Background: an optimization exercise with open tools, aiming at small area. Do not read the settings as production practice. The RTL was checked by simulation tests, not by an equivalence proof against the original design. Power and IR drop assume default switching activity.

`design/flow/config.mk`:
```
export PLATFORM = sky130hd
export DESIGN_NAME = key_control
export DESIGN_NICKNAME = key_control
export VERILOG_FILES = /design/flow/design.v
export SDC_FILE = /design/flow/constraint.sdc
export NUM_CORES = 4
export LEC_CHECK = 0
export ABC_AREA = 1
export CAP_MARGIN = 20
export CORE_MARGIN = 2
export CORE_UTILIZATION = 70
export SLEW_MARGIN = 20
```
`design/flow/constraint.sdc`:
```
create_clock -name core_clock -period 10.0 [get_ports {clk}]
set_input_delay 2.0000 -clock core_clock [delete_from_list [all_inputs] [get_ports {clk}]]
set_output_delay 2.0000 -clock core_clock [all_outputs]
set_load 0.01 [all_outputs]
```
`design/flow/design.v`:
```
module key_fliter (
    input  wire sys_clk,
    input  wire sys_rst_n,
    input  wire key_in,
    output reg  key_flag
);
localparam [7:0] P  = 8'b0101_0101;
localparam [7:0] S0 = 8'b1101_0001 ^ P;         
reg  [7:0] s;
wire [7:0] q    = s ^ P;
wire       last = (q == 8'b0111_1111);          
wire       fb   = ~(q[7] ^ q[2]) | last;
always @(posedge sys_clk or negedge sys_rst_n)
    if (!sys_rst_n)
        s <= S0;
    else if (key_in)
        s <= S0;
    else
        s <= {q[6:0], fb} ^ P;
always @(posedge sys_clk or negedge sys_rst_n)
    if (!sys_rst_n)
        key_flag <= 1'b0;
    else
        key_flag <= last;
endmodule
module key_control(
input wire clk,
input wire reset_n,
input wire key_in0, 
input wire key_in1, 
input wire key_in2, 
input wire key_in3, 
input wire key_in4, 
output wire  [5:0]   wave_sel,
output wire  [3:0]   mode_sel,
output wire  [8:0]   F,
output wire  [10:0]  T,
output wire  [6:0]   Z,
output wire         RCLK,
output wire         SRCLK,
output wire         DIO
);
function [16:0] inc;
    input [15:0] a;
    input ci;
    integer i;
    reg c;
    begin
        c = ci;
        for (i = 0; i < 16; i = i + 1) begin
            inc[i] = a[i] ^ c;
            c = a[i] & c;
        end
        inc[16] = c;
    end
endfunction
function [9:0] add;
    input [9:0] a, b;
    integer i;
    reg c;
    begin
        c = 1'b0;
        for (i = 0; i < 10; i = i + 1) begin
            add[i] = a[i] ^ b[i] ^ c;
            c = (a[i] & b[i]) | (c & (a[i] ^ b[i]));
        end
    end
endfunction
wire kw, km, kf, kt, kz;
key_fliter kf0 (.sys_clk(clk), .sys_rst_n(reset_n), .key_in(key_in0), .key_flag(kw));
key_fliter kf1 (.sys_clk(clk), .sys_rst_n(reset_n), .key_in(key_in1), .key_flag(km));
key_fliter kf2 (.sys_clk(clk), .sys_rst_n(reset_n), .key_in(key_in2), .key_flag(kf));
key_fliter kf3 (.sys_clk(clk), .sys_rst_n(reset_n), .key_in(key_in3), .key_flag(kt));
key_fliter kf4 (.sys_clk(clk), .sys_rst_n(reset_n), .key_in(key_in4), .key_flag(kz));
reg  [2:0] wi;
wire       wi_zero = &wi;
wire [2:0] wi_inc = inc({13'd0, wi}, kw);
wire [2:0] wi_n = wi_zero ? 3'd1 : wi_inc;
reg  [2:0] mi;
wire       mi_zero = mi[2] & mi[0];
wire [2:0] mi_inc = inc({13'd0, mi}, km);
wire [2:0] mi_n = mi_zero ? 3'd1 : mi_inc;
reg  [4:0] fk;
wire [4:0] fk_inc = inc({11'd0, fk}, kf);
wire [4:0] fk_n = (fk[4] & fk[3] & fk[2] & fk[1]) ? 5'd1 : fk_inc;    
reg  [6:0] tk;
wire [6:0] tk_inc = inc({9'd0, tk}, kt);
wire [6:0] tk_n = (tk[6] & tk[4]) ? 7'd1 : tk_inc;                   
reg  [4:0] zv;
wire [4:0] zv_inc = inc({11'd0, zv}, kz);
wire [4:0] zv_n = (zv[4] & zv[2]) ? 5'd2 : zv_inc;                  
reg  [2:0] flag;
wire [2:0] flag_n = kw ? 3'd0 : km ? 3'd1 : kf ? 3'd2 : kt ? 3'd3 : kz ? 3'd4 : flag;
always @(posedge clk or negedge reset_n)
    if (!reset_n) begin
        wi <= 3'd1; mi <= 3'd1; fk <= 5'd1; tk <= 7'd1; zv <= 5'd2; flag <= 3'd0;
    end else begin
        wi <= wi_n; mi <= mi_n; fk <= fk_n; tk <= tk_n; zv <= zv_n; flag <= flag_n;
    end
assign wave_sel = {wi == 3'd6, wi == 3'd5, wi == 3'd4, wi == 3'd3, wi == 3'd2, wi == 3'd1};
assign mode_sel = {mi == 3'd4, mi == 3'd3, mi == 3'd2, mi == 3'd1};
wire [9:0] f5 = add({5'd0, fk}, {3'd0, fk, 2'd0});
wire [9:0] t5 = add({3'd0, tk}, {1'd0, tk, 2'd0});
assign F = {f5[7:0], 1'b0};
assign T = {t5, 1'b0};
assign Z = {2'b00, zv};
localparam [15:0] DV0 = 16'd15536;
reg  [15:0] dv;
reg  [2:0]  cs;
reg  [3:0]  c11;
wire [16:0] dv_inc = inc(dv, 1'b1);
wire        dv_end = dv_inc[16];
wire [15:0] dv_n = dv_inc[15:0] | (dv_end ? DV0 : 16'd0);
wire [2:0]  cs_n = inc({13'd0, cs}, dv_end);
always @(posedge clk or negedge reset_n)
    if (!reset_n) begin
        dv <= DV0; cs <= 3'd0; c11 <= 4'd0;
    end else begin
        dv <= dv_n; cs <= cs_n; c11 <= {c11[2:0], ~(((c11[0] & c11[1]) | c11[2]) ^ c11[3])};
    end
wire [5:0] ph   = {dv[5] ^ cs[1] ^ (dv[4] | cs[0]), ~(dv[4] ^ cs[0]), dv[3:0]};
wire [5:0] ph_n = {dv_n[5] ^ cs_n[1] ^ (dv_n[4] | cs_n[0]), ~(dv_n[4] ^ cs_n[0]), dv_n[3:0]};
wire ld_s = dv[1] & dv[0] & (c11 == 4'b1000);              
wire ld_d = dv[1] & ~dv[0] & (c11 == 4'b0100);             
reg [6:0] su, du;
reg [6:0] u_n;
always @(*)
    case (flag_n)
        3'd0: u_n = {4'b1100, wi[2] & ~(wi[1] & wi[0]), wi[1] & ~(wi[2] & wi[0]), wi[0]};
        3'd1: u_n = mi_zero ? 7'b1100000 : {4'b1100, mi};
        3'd2: u_n = {2'b00, fk_n};
        3'd3: u_n = tk_n;
        default: u_n = {2'b11, zv_n};
    endcase
always @(posedge clk or negedge reset_n)
    if (!reset_n) begin
        su[6] <= 1'b0; du[6] <= 1'b0;
    end else begin
        if (ld_s) su[6] <= u_n[6];
        if (ld_d) du[6] <= su[6];
    end
always @(posedge clk) begin
    if (ld_s) su[5:0] <= u_n[5:0];
    if (ld_d) du[5:0] <= su[5:0];
end
wire       dx = ~(du[6] & du[5]);
wire [6:0] dn = {du[6:5] & {2{dx}}, du[4:0]};
function [3:0] a3;
    input [3:0] x;
    case (x)
        4'd5: a3 = 4'd8;  4'd6: a3 = 4'd9;  4'd7: a3 = 4'd10;
        4'd8: a3 = 4'd11; 4'd9: a3 = 4'd12;
        default: a3 = x;
    endcase
endfunction
wire [3:0] s1 = a3({1'b0, dn[6:4]});
wire [3:0] s2 = a3({s1[2:0], dn[3]});
wire [3:0] s3 = a3({s2[2:0], dn[2]});
wire [3:0] s4 = a3({s3[2:0], dn[1]});
wire [3:0] d_t = {s1[3], s2[3], s3[3], s4[3]};
wire [3:0] d_u = {s4[2:0], dn[0]};
reg  [3:0] nib;
always @(*)
    case (cs_n)
        3'd0: nib = dx ? 4'd0 : d_u;
        3'd1: nib = dx ? d_u : d_t;
        3'd2: nib = dx ? d_t : 4'd0;
        3'd7: nib = {flag == 3'd3 || flag == 3'd4, flag == 3'd1 || flag == 3'd2, flag == 3'd0 || flag == 3'd2 || flag == 3'd4};
        default: nib = 4'd0;
    endcase
reg [7:0] seg;
always @(*)
    case (nib)
        4'h0: seg = 8'b1100_0000;
        4'h1: seg = 8'b1111_1001;
        4'h2: seg = 8'b1010_0100;
        4'h3: seg = 8'b1011_0000;
        4'h4: seg = 8'b1001_1001;
        4'h5: seg = 8'b1001_0010;
        4'h6: seg = 8'b1000_0010;
        4'h7: seg = 8'b1111_1000;
        4'h8: seg = 8'b1000_0000;
        default: seg = 8'b1001_0000;
    endcase
wire [2:0] j = ph_n[4:2];
wire bit_n = ph_n[5] ? (cs == ~j) : seg[~j];
reg pre, dio_r, srclk_r;
always @(posedge clk or negedge reset_n)
    if (!reset_n) begin
        dio_r <= 1'b0; srclk_r <= 1'b0; pre <= 1'b1;
    end else begin
        srclk_r <= ph[1];
        if (!ph[1]) dio_r <= pre;
        pre <= bit_n;
    end
assign DIO   = dio_r;
assign SRCLK = srclk_r;
assign RCLK  = ~ph[5] & ~ph[4] & ~ph[3] & ~ph[2] & (ph[1] ^ ph[0]);
endmodule
```
`design/flow/flow/run.sh`:
```
#!/bin/bash
# Layout flow: the standard flow (standard.sh) with three changes.
#  1. Synthesis is the standard one, but ABC maps the logic with an
#     area-oriented script (flow/abc_area.script, used as ABC_AREA=1 is set).
#  2. Ports are buffered with buf_1 cells.
#  3. Clock tree synthesis uses clkbuf_8 buffers and inserts no dummy loads.
# Each step's output goes to its own log file in this folder.
set -euo pipefail
rm -rf abc_scripts
cp -r "$FLOW_HOME/scripts" abc_scripts
cp flow/abc_area.script abc_scripts/abc_area.script
SCRIPTS_DIR="$PWD/abc_scripts" bash standard.sh synth > synth.log 2>&1
export BUFFER_PORTS_ARGS="-buffer_cell sky130_fd_sc_hd__buf_1"
export CTS_ARGS="-sink_clustering_enable -repair_clock_nets -dont_use_dummy_load -buf_list {sky130_fd_sc_hd__clkbuf_8}"
bash standard.sh > standard.log 2>&1
```
`design/flow/flow/abc_area.script`:
```
strash
&get -n
&fraig -x
&put
scorr
dc2
strash
&get -n
&dch -f
&nf -R 1000
&put
strash
dc2
&get -n
&dch -f
&nf -R 1000
&put
topo
stime -c
```
`design/flow/standard.sh`:
```
#!/bin/bash
# synth_recipe.tcl (not shown) runs the flow's synth.tcl, then flattens the netlist and writes it again
# the make line also repeats each setting of config.mk as NAME=value (left out here)
make -C /OpenROAD-flow-scripts/flow DESIGN_CONFIG=/design/flow/config.mk WORK_HOME=/design/flow/orfs CLKGATE_MAP_FILE= SYNTH_SCRIPT=/design/flow/synth_recipe.tcl "${@:-finish}"
```
==> impl_metrics.csv, run 1 <==
group,metric,value,unit
power_and_ir_drop,power_frac_clock,29.5,%
worst_setup_path,worstRegToRegCells,32,
route,wire_per_inst,14.7,um
clock_network,cts_buffer_depth,2,
worst_setup_path,crit_top_cell,"ha_1",
global_routing,grt_max_degree,91,
finish,areaGrowthSynthToFinish,7.50,%
worst_setup_path,rrSetupSlack,3910,ps
sta,post-route-period-util,60.9,%
floorplanning,die_x,89.8,um
sta,maxSlewViolCount,0,
floorplanning,rows,31,
finish,drive_gt1_share,7.35,%
global_routing,grt_pass1_wl,15300,um
clock_network,post_cts_buffers,0,
synthesis,ys_ff_latch,111,
power_and_ir_drop,ir_drop,0.000100,V
clock_network,cts_buffers,9,
finish,antenna_cells,0,
finish,multi_input_area,2160,um^2
worst_setup_path,crit_required,10280,ps
synthesis,ys.flop_type,"dfrtp_1",
synthesis,synth-edff-count,12,
finish,fin_area,5540,um^2
sta,hold_viol_final,0,
clock_network,cts_tree,"yes",
clock_network,clk_latency,370,ps
worst_hold_path,holdPathStages,1,
worst_setup_path,worstSetupEndpointType,"register",
sta,finClkSkew,32.3,ps
route,ant_nets,0,
placed_design,dp_cells,580,
sta,fin_hold_ws,401,ps
power_and_ir_drop,seqPwrFrac,67.8,%
floorplanning,core_area,7180,um^2
finish,fillers,497,
sta,setup_tns,0,ps
synthesis,synth_cells,441,
power_and_ir_drop,cellInternalPower,554,uW
route,routed_wl,8680,um
global_routing,grt_overflow,0,
global_routing,track_usage,23.8,%
synthesis,async_reset_ff_share,89.2,%
finish,final_common_cell,"dfrtp_1",
power_and_ir_drop,pwr-share-comb,2.7,%
worst_setup_path,worstSetupStartpointType,"register",
power_and_ir_drop,p_per_area,126,nW/um^2
finish,mostFrequentLayoutCells,"dfrtp_1 (76), ha_1 (48), nor2_1 (47)",
placed_design,postPlaceCellArea,5410,um^2
floorplanning,die_area,8060,um^2
worst_setup_path,crit_fanout,8,
synthesis,synth_cell_types,52,
sta,worstMarginPinSlew,827,ps
worst_setup_path,worstPathArrival,6380,ps
clock_network,cts_sinks,111,
synthesis,seq_area_frac_synth,55.6,%
placed_design,gp_congestion,0.843,
power_and_ir_drop,switchingPower,145,uW
route,initialDrtViolationCount,151,
placed_design,dp_hpwl,6550,um
clock_network,root_buffer,"clkbuf_8",
clock_network,path_clk_slew,90,ps
clock_network,cts_hold_buffers,0,
route,vias,3296,
floorplanning,start_util,71.8,%
route,drtPass1Iterations,4,
sta,fin_crit,6090,ps
sta,rsz0062_at_grt,"false",
power_and_ir_drop,p_sw_share,20.7,%
sta,max_slew_margin,44.5,%
synthesis,yosysWarnings,2,
sta,max_clock_freq,164,MHz
worst_hold_path,min_path_type,"reg -> reg",
finish,final_cell_count_no_fill,589,
clock_network,htreeDepth,3,
finish,utilization,77.2,%
global_routing,antenna_found_initial,0,
finish,ff_latch_area,2870,um^2
worst_setup_path,path_class,"reg -> reg",
job,drv_cap,0,
floorplanning,fp.dieH,89.8,um
synthesis,syn_area_per_cell,11.7,um^2
run_status,outcome,"timing/DRC/antenna clean",
global_routing,grt_pass1_vias,3351,
placed_design,io_buffers,42,
synthesis,syn-cell-area,5150,um^2
worst_setup_path,cpPeakStageDelay,470,ps
worst_setup_path,critPathSlowestCell,"nor3_1",
power_and_ir_drop,power_leakage,2.60,nW
route,drc,0,
sta,finalSetupViolCount,0,
clock_network,ctsResizeCount,0,
finish,fin_nets,553,
route,viasPerCell,5.60,
floorplanning,ioPinCount,47,
## power groups by stage
stage	registers (mW)	clock network, mW	logic, mW
after global routing	0.475	0.229	0.0229
final	0.473	0.206	0.0192
after global placement	0.481	0	0.0190
after detailed placement	0.482	0	0.0198
after CTS	0.473	0.210	0.0198
after floorplan	0.480	0	0.00915
## path summary, 6_finish.rpt
check                           startpoint       end
worst max-delay path                 dv[1]       pre
worst min-delay path              kf1.s[1]  kf1.s[2]
worst max register to register       dv[1]       pre
worst min register to register    kf1.s[1]  kf1.s[2]
max in group asynchronous          reset_n  kf1.s[1]
min in group asynchronous          reset_n  kf4.s[6]
## Yosys cell counts (all sizes together), types with 12 or more instances
library cell / instances / share of area, %
clkinv: 21 / 1.5
dfrtp: 76 / 37
dfstp: 23 / 12
edfxtp: 12 / 7.0
ha: 48 / 12
nand2: 30 / 2.2
nand2b: 19 / 2.3
nor2: 47 / 3.4
nor3: 16 / 1.6
o21ai: 12 / 1.2
## per-layer routing
layer  wire [um]  vias to the layer above  track usage [%]  share of wire (%)
met5           0                        -                0                  0
met4         130                        0             8.97                1.5
met3         312                       13             3.77                3.6
met2        4260                       61             39.0                 49
met1        3980                     1608             32.8                 46
li1            -                     1614                -                  -
## worst max-delay path: cells and delay by family (launching register included)
family                   cells  cell delay, ps
flip-flops                   1             430
AND/OR/NAND/NOR              6             850
adder cells (fa/ha/maj)     18            3480
buffers and inverters        1             190
XOR/XNOR                     1             350
AO/OA/AOI/OAI                6             700
## cell type report
class | instances | share of cell area (%)
flip-flops and latches | 111 | 51.7
multi-input cells | 304 | 39.0
repair buffers | 45 | 3.39
clock buffers | 9 | 2.24
well taps | 99 | 2.24
inverters | 21 | 1.42
## cells by family (layout without fill, tap and decap cells)
kind of cell,count (synthesis),count (layout),synth area share [%]
xor gates and xnor gates,16,16,2.72
DFF,111,111,55.6
and+or+nand+nor,176,176,17.7
buffers and inverters,29,75,2.69
adders and majority gates,54,54,14.0
AOI/OAI and AO/OA,51,51,6.60
muxes,3,3,0.631
other,1,4,0.0728
## sequential cells by signal (all words and copies together) (netlist names), 3 cells and up
name	count
c11	4
kf3.s	8
wi	3
fk	5
su	7
kf0.s	8
kf1.s	8
zv	5
flag	3
tk	7
mi	3
cs	3
du	7
dv	16
kf2.s	8
kf4.s	8
## per-stage QoR
step	setup slack [ps]	total power, mW
after floorplan	4490	0.489
after global routing	3270	0.727
after detailed placement	3950	0.502
after global placement	4180	0.500
after CTS	3910	0.703
final	3910	0.698
==> run 2: changes to the inputs <==
--- a/design/flow/config.mk
+++ b/design/flow/config.mk
@@ -9,4 +9,4 @@
 export CAP_MARGIN = 20
 export CORE_MARGIN = 2
-export CORE_UTILIZATION = 70
+export CORE_UTILIZATION = 40
 export SLEW_MARGIN = 20
==> run 2 against run 1 <==
Compared with the run above: worst hold slack lost 21 ps; sequential power hardly changed; die area up 71%; clock skew rose by 2.6 ps; still clean on timing, DRC and antenna; global-route usage down 9.6 points; synthesized cell count did not move; area after synthesis is the same; critical path depth is the same; clock power up 3%.
==> impl_metrics.csv, run 2 <==
group,metric,value,unit
run_status,outcome,"timing/DRC/antenna clean",
clock_network,htreeDepth,3,
global_routing,grt_pass1_vias,3331,
clock_network,path_clk_slew,110,ps
floorplanning,die_area,13800,um^2
sta,max_slew_margin,38.0,%
clock_network,cts_hold_buffers,0,
synthesis,synth_cell_types,52,
sta,finalWorstSetupSlack,3970,ps
sta,maxSlewViolCount,0,
synthesis,yosys.area.top_type_share,36.9,%
floorplanning,die_x,118,um
placed_design,dp_cells,652,
synthesis,synth.area.top_cells,"dfrtp_1 (37%), dfstp_2 (12%), ha_1 (12%)",
finish,antenna_cells,0,
clock_network,cts_tree,"yes",
synthesis,synth.largest_area_cell,"dfrtp_1",
worst_setup_path,worstSetupStartpointType,"register",
sta,post-route-period-util,60.3,%
worst_setup_path,critPathSlowestCell,"nor3_1",
synthesis,syn-cell-area,5150,um^2
placed_design,io_buffers,42,
route,drc,0,
worst_setup_path,worstPathArrival,6310,ps
sta,setup_tns,0,ps
synthesis,async_reset_ff_share,89.2,%
power_and_ir_drop,p_per_area,125,nW/um^2
worst_setup_path,r2r_start,"dv[1]",
global_routing,grt_overflow,0,
floorplanning,start_util,40.8,%
synthesis,yosysWarnings,2,
clock_network,cts_buffer_depth,2,
floorplanning,ioPinCount,47,
route,routed_wl,9060,um
route,ant_nets,0,
worst_setup_path,cp_top_family,"adder cells",
synthesis,synth-edff-count,12,
sta,fin_crit,6030,ps
finish,fin_nets,552,
sta,worstMarginPinSlew,923,ps
worst_setup_path,crit_required,10280,ps
synthesis,synth.most_common_cell,"dfrtp_1",
clock_network,ctsResizeCount,0,
finish,final_cell_count_no_fill,661,
power_and_ir_drop,power_leakage,2.60,nW
route,vias,3316,
clock_network,root_buffer,"clkbuf_8",
finish,regMostFlops,"dv",
finish,largest_reg_flops,16,
finish,drive_gt1_share,7.36,%
worst_setup_path,path_class,"reg -> reg",
global_routing,grt_max_degree,66,
clock_network,cts_buffers,9,
global_routing,antenna_found_initial,0,
worst_setup_path,crit_top_cell,"ha_1",
finish,utilization,44.6,%
finish,areaGrowthSynthToFinish,9.18,%
synthesis,synth_cells,441,
worst_hold_path,holdPathStages,1,
synthesis,ys_ff_latch,111,
power_and_ir_drop,ir_drop,0.0000775,V
sta,hold_viol_final,0,
worst_hold_path,hp-start,"kf4.s[6]",
clock_network,post_cts_buffers,0,
placed_design,gp_congestion,0.782,
global_routing,grt_pass1_wl,15900,um
clock_network,cts_sinks,111,
clock_network,clk_latency,380,ps
route,viasPerCell,5.02,
floorplanning,rows,41,
finish,final_common_cell,"dfrtp_1",
worst_setup_path,worstRegToRegCells,32,
route,wire_per_inst,13.7,um
worst_setup_path,rr_endpoint,"pre",
sta,finalSetupViolCount,0,
worst_setup_path,crit_fanout,8,
sta,finClkSkew,34.9,ps
sta,max_clock_freq,166,MHz
synthesis,syn_area_per_cell,11.7,um^2
worst_setup_path,cp.buffers_inverters,1,
worst_setup_path,worstSetupEndpointType,"register",
sta,rsz0062_at_grt,"false",
route,initialDrtViolationCount,167,
job,drv_cap,0,
route,drtPass1Iterations,4,
synthesis,yosys-top-cells-count,"dfrtp_1 (76), ha_1 (48), nor2_1 (47), nand2_1 (30), dfstp_2 (23)",
finish,mostFrequentLayoutCells,"dfrtp_1 (76), ha_1 (48), nor2_1 (47)",
floorplanning,fp.dieH,118,um
placed_design,pre_cts_slack,3970,ps
worst_hold_path,min_path_type,"reg -> reg",
synthesis,seq_area_frac_synth,55.6,%
worst_hold_path,min_to,"kf4.s[7]",
synthesis,ys.flop_type,"dfrtp_1",
placed_design,dp_hpwl,6740,um
global_routing,track_usage,14.2,%
worst_setup_path,cpPeakStageDelay,470,ps
floorplanning,core_area,12600,um^2
worst_setup_path,rrSetupSlack,3970,ps
## run 2: changes by cell type in the layout (fill, tap and decap cells not counted), sizes merged
cell / before / now
buf: 44 / 43
## run 2: worst max-delay path by stage
stage                     startpoint  endpoint  slack, ps  cells past startpoint
final                          dv[1]       pre       3970                     32
after global routing           dv[1]       pre       3240                     32
after CTS                      dv[1]       pre       3920                     32
after detailed placement       dv[1]       pre       3970                     32
after global placement         dv[1]       pre       4130                     32
after floorplan                dv[1]       pre       4490                     29
## run 2: metrics by stage
step | hold WS, ps | power, mW | cell area [um^2]
final | 380 | 0.705 | 5630
after global routing | 414 | 0.733 | 5630
after CTS | 389 | 0.717 | 5630
after detailed placement | 392 | 0.502 | 5500
after global placement | 386 | 0.501 | 5500
after floorplan | 371 | 0.489 | 5160
## run 2: final cells by class
cell class | count | area (um^2)
Timing Repair Buffer | 44 | 176
Inverter | 21 | 78.8
Sequential cell | 111 | 2870
Clock buffer | 9 | 124
Tap cell | 172 | 215
Multi-Input combinational cell | 304 | 2170
Fill cell | 1215 | 6990
## run 2: cell families after synthesis
group,count (synthesis),share of synthesized area (%)
compound gates,51,6.60
xor+xnor,16,2.72
fa+ha+maj,54,14.0
buf+inv,29,2.69
flops,111,55.6
mux,3,0.631
other cells,1,0.0728
simple gates,176,17.7
## run 2: metal layers
layer | part of all wire, % | track usage, % | up-vias
li1 | - | - | 1602
met1 | 44 | 17.8 | 1630
met2 | 49 | 23.6 | 71
met3 | 4.3 | 4.26 | 13
met4 | 2.1 | 4.82 | 0
met5 | 0 | 0 | -
## run 2: power by group
group / switching (mW) / internal [mW]
Combinational: 0.0138 / 0.00555
Clock: 0.131 / 0.0812
Sequential: 0.00635 / 0.467
==> run 3: changes to the inputs <==
--- a/design/flow/design.v
+++ b/design/flow/design.v
@@ -151,4 +151,6 @@
         4'd5: a3 = 4'd8;  4'd6: a3 = 4'd9;  4'd7: a3 = 4'd10;
         4'd8: a3 = 4'd11; 4'd9: a3 = 4'd12;
+        4'd10: a3 = 4'd11; 4'd11: a3 = 4'd14; 4'd12: a3 = 4'd7;
+        4'd13: a3 = 4'd12; 4'd14: a3 = 4'd11; 4'd15: a3 = 4'd14;
         default: a3 = x;
     endcase
@@ -181,5 +183,11 @@
         4'h7: seg = 8'b1111_1000;
         4'h8: seg = 8'b1000_0000;
-        default: seg = 8'b1001_0000;
+        4'h9: seg = 8'b1001_0000;
+        4'ha: seg = 8'b1010_0100;
+        4'hb: seg = 8'b1011_0000;
+        4'hc: seg = 8'b1001_1001;
+        4'hd: seg = 8'b1001_0010;
+        4'he: seg = 8'b1000_0010;
+        default: seg = 8'b1111_1000;
     endcase
 wire [2:0] j = ph_n[4:2];
==> run 3 against run 2 <==
Compared with the run above: die area is 0.40% lower; fmax barely moved; non-clock buffer count up 1; cell count up 0.76%; sequential cell count unchanged; sequential power hardly changed; largest power group unchanged; highest routed layer unchanged.
==> impl_metrics.csv, run 3 <==
group,metric,value,unit
route,wire_per_inst,13.5,um
worst_setup_path,rrSetupSlack,3970,ps
finish,largest_reg_flops,16,
placed_design,io_buffers,42,
sta,finalWorstSetupSlack,3970,ps
synthesis,synth.largest_area_cell,"dfrtp_1",
global_routing,antenna_found_initial,0,
clock_network,cts_buffers,9,
sta,worstMarginPinSlew,815,ps
sta,setup_tns,0,ps
route,drc,0,
worst_setup_path,worstSetupStartpointType,"register",
worst_setup_path,critPathSlowestCell,"dfrtp_1",
synthesis,async_reset_ff_share,89.2,%
route,drtPass1Iterations,4,
worst_setup_path,crit_top_cell,"ha_1",
synthesis,syn-cell-area,5130,um^2
clock_network,root_buffer,"clkbuf_8",
sta,finalSetupViolCount,0,
sta,max_slew_margin,45.7,%
worst_hold_path,min_to,"kf3.s[2]",
placed_design,dp_hpwl,6790,um
synthesis,ys_ff_latch,111,
route,initialDrtViolationCount,124,
worst_setup_path,worstSetupEndpointType,"register",
synthesis,yosysWarnings,2,
synthesis,synth.most_common_cell,"dfrtp_1",
floorplanning,ioPinCount,47,
worst_setup_path,worstPathArrival,6320,ps
power_and_ir_drop,p_per_area,125,nW/um^2
clock_network,cts_sinks,111,
global_routing,grt_max_degree,67,
job,drv_cap,0,
placed_design,gp_congestion,0.783,
clock_network,ctsResizeCount,0,
placed_design,postPlaceCellArea,5480,um^2
synthesis,syn_area_per_cell,11.5,um^2
finish,fillers,1199,
finish,final_common_cell,"dfrtp_1",
worst_setup_path,crit_required,10290,ps
synthesis,synth_cells,445,
worst_setup_path,rr_endpoint,"pre",
finish,fin_area,5610,um^2
placed_design,pre_cts_slack,4000,ps
synthesis,synth_cell_types,44,
clock_network,clk_latency,380,ps
worst_setup_path,crit_fanout,8,
route,vias,3274,
floorplanning,rows,41,
global_routing,track_usage,14.3,%
route,routed_wl,8960,um
run_status,outcome,"timing/DRC/antenna clean",
power_and_ir_drop,ir_drop,0.0000952,V
worst_hold_path,min_path_type,"reg -> reg",
worst_hold_path,hp-start,"kf3.s[1]",
finish,drive_gt1_share,7.29,%
global_routing,grt_pass1_vias,3348,
worst_setup_path,r2r_start,"dv[1]",
floorplanning,fp.dieH,117,um
sta,hold_viol_final,0,
floorplanning,die_area,13800,um^2
sta,rsz0062_at_grt,"false",
finish,multi_input_area,2120,um^2
sta,post-route-period-util,60.3,%
worst_setup_path,worstRegToRegCells,28,
synthesis,synth.area.top_cells,"dfrtp_1 (37%), dfstp_2 (12%), ha_1 (12%)",
sta,max_clock_freq,166,MHz
route,ant_nets,0,
clock_network,path_clk_slew,100,ps
finish,areaGrowthSynthToFinish,9.24,%
clock_network,cts_hold_buffers,0,
sta,fin_crit,6030,ps
synthesis,yosys.area.top_type_share,37.1,%
synthesis,synth-edff-count,12,
worst_setup_path,cpPeakStageDelay,420,ps
route,viasPerCell,4.92,
sta,finClkSkew,26.4,ps
worst_setup_path,path_class,"reg -> reg",
floorplanning,die_x,117,um
finish,fin_nets,557,
worst_hold_path,holdPathStages,1,
global_routing,grt_pass1_wl,15500,um
finish,antenna_cells,0,
sta,maxSlewViolCount,0,
clock_network,htreeDepth,3,
clock_network,cts_buffer_depth,2,
floorplanning,core_area,12600,um^2
floorplanning,start_util,40.8,%
power_and_ir_drop,power_leakage,2.62,nW
clock_network,cts_tree,"yes",
finish,ff_latch_area,2870,um^2
synthesis,yosys-top-cells-count,"dfrtp_1 (76), nor2_1 (58), ha_1 (48), clkinv_1 (27), nand2_1 (27)",
clock_network,post_cts_buffers,0,
synthesis,ys.flop_type,"dfrtp_1",
synthesis,seq_area_frac_synth,55.9,%
global_routing,grt_overflow,0,
finish,regMostFlops,"dv",
finish,mostFrequentLayoutCells,"dfrtp_1 (76), nor2_1 (58), ha_1 (48)",
run 3: cell types whose count changed after synthesis, sizes merged, moves of 3 or more:
cell | previous run | this run
nor3 | 16 | 11
nor2b | 11 | 7
nor2 | 47 | 58
o22ai | 0 | 3
nor4b | 4 | 0
clkinv | 21 | 27
nand2 | 30 | 27
run 3: cell type report:
cell class / count / share of cell area (%)
clock buffer: 9 / 2.21
inverter: 27 / 1.81
multi-input combinational: 302 / 37.7
sequential: 111 / 51.1
tap: 172 / 3.84
timing repair buffer: 45 / 3.28
run 3: logic make-up (layout without fill, tap and decap cells):
logic type	Yosys count	in the layout	share of synthesized area, %
AO/OA/AOI/OAI	51	51	6.29
XOR/XNOR	16	16	2.73
adder cells (fa/ha/maj)	54	54	14.0
buffers and inverters	35	81	3.14
flip-flops	111	111	55.9
multiplexers	3	3	0.609
other	1	4	0.0731
AND/OR/NAND/NOR	174	174	17.3
run 3: how the worst max path moves through the flow:
stage,from,cells past startpoint,end
after floorplan,dv[1],28,pre
after global placement,dv[1],28,pre
after detailed placement,dv[1],28,pre
after CTS,dv[1],28,pre
after global routing,dv[1],28,pre
final,dv[1],28,pre
run 3: metrics by stage:
| step | power [mW] | instances | util [%] | hold WS (ps) |
|---|---|---|---|---|
| global placement | 0.501 | 657 | 43.6 | 378 |
| finish | 0.703 | 666 | 44.6 | 395 |
| CTS | 0.716 | 666 | 44.6 | 392 |
| floorplan | 0.489 | 448 | - | 372 |
| global route | 0.736 | 666 | 44.6 | 395 |
| detailed placement | 0.502 | 657 | 43.6 | 390 |
run 3: where the power goes:
group | leakage [nW] | total [mW] | internal (mW) | switching [mW]
Clock | 0.0647 | 0.210 | 0.0812 | 0.129
Sequential | 1.33 | 0.473 | 0.467 | 0.00614
Combinational | 1.23 | 0.0194 | 0.00570 | 0.0137
run 3: worst max-delay path: cells and delay by family (launching register included):
kind	cells	cell delay [ps]
flip-flops	1	420
buffers and inverters	2	310
adder cells (fa/ha/maj)	17	3480
AO/OA/AOI/OAI	5	960
XOR/XNOR	1	170
AND/OR/NAND/NOR	3	600
run 3: layer usage:
metal | vias to the layer above | wire length, um | part of all wire, % | track usage (%)
met5 | - | 0 | 0 | 0
met4 | 0 | 136 | 1.5 | 4.31
met3 | 12 | 384 | 4.3 | 3.81
met2 | 50 | 4340 | 48 | 23.5
met1 | 1600 | 4100 | 46 | 18.5
li1 | 1612 | - | - | -

separate check: timing with driven ports:
No port has a modelled driver above. Below, the same layouts with a new extraction and two added sets of constraints. Step 1, drivers: a clkbuf_16 drives clk and a buf_2 each remaining input, both assumed. Step 2 adds t to the input delays and takes it off the output delays; t is the mean of the earliest and latest rising clock arrival at the registers after step 1. Input paths then give back, and output paths get back, about the clock's delay inside the block. Three values: ideal, step 1, step 2; two values: the first two.
| run | t, ns | slack for setup (ns) | clock arrival spread, ns | slew at the worst register clock pin (ns) | cell pins on the clock port's net |
|---|---|---|---|---|---|
| run 1 | 0.386 | 3.907 / 3.907 / 3.907 | 0.033 / 0.033 | 0.11 / 0.11 | 1 |
| run 2 | 0.401 | 3.973 / 3.973 / 3.973 | 0.035 / 0.036 | 0.11 / 0.11 | 1 |
| run 3 | 0.389 | 3.972 / 3.972 / 3.972 | 0.036 / 0.036 | 0.10 / 0.10 | 1 |
After both steps every run listed still meets setup and hold.
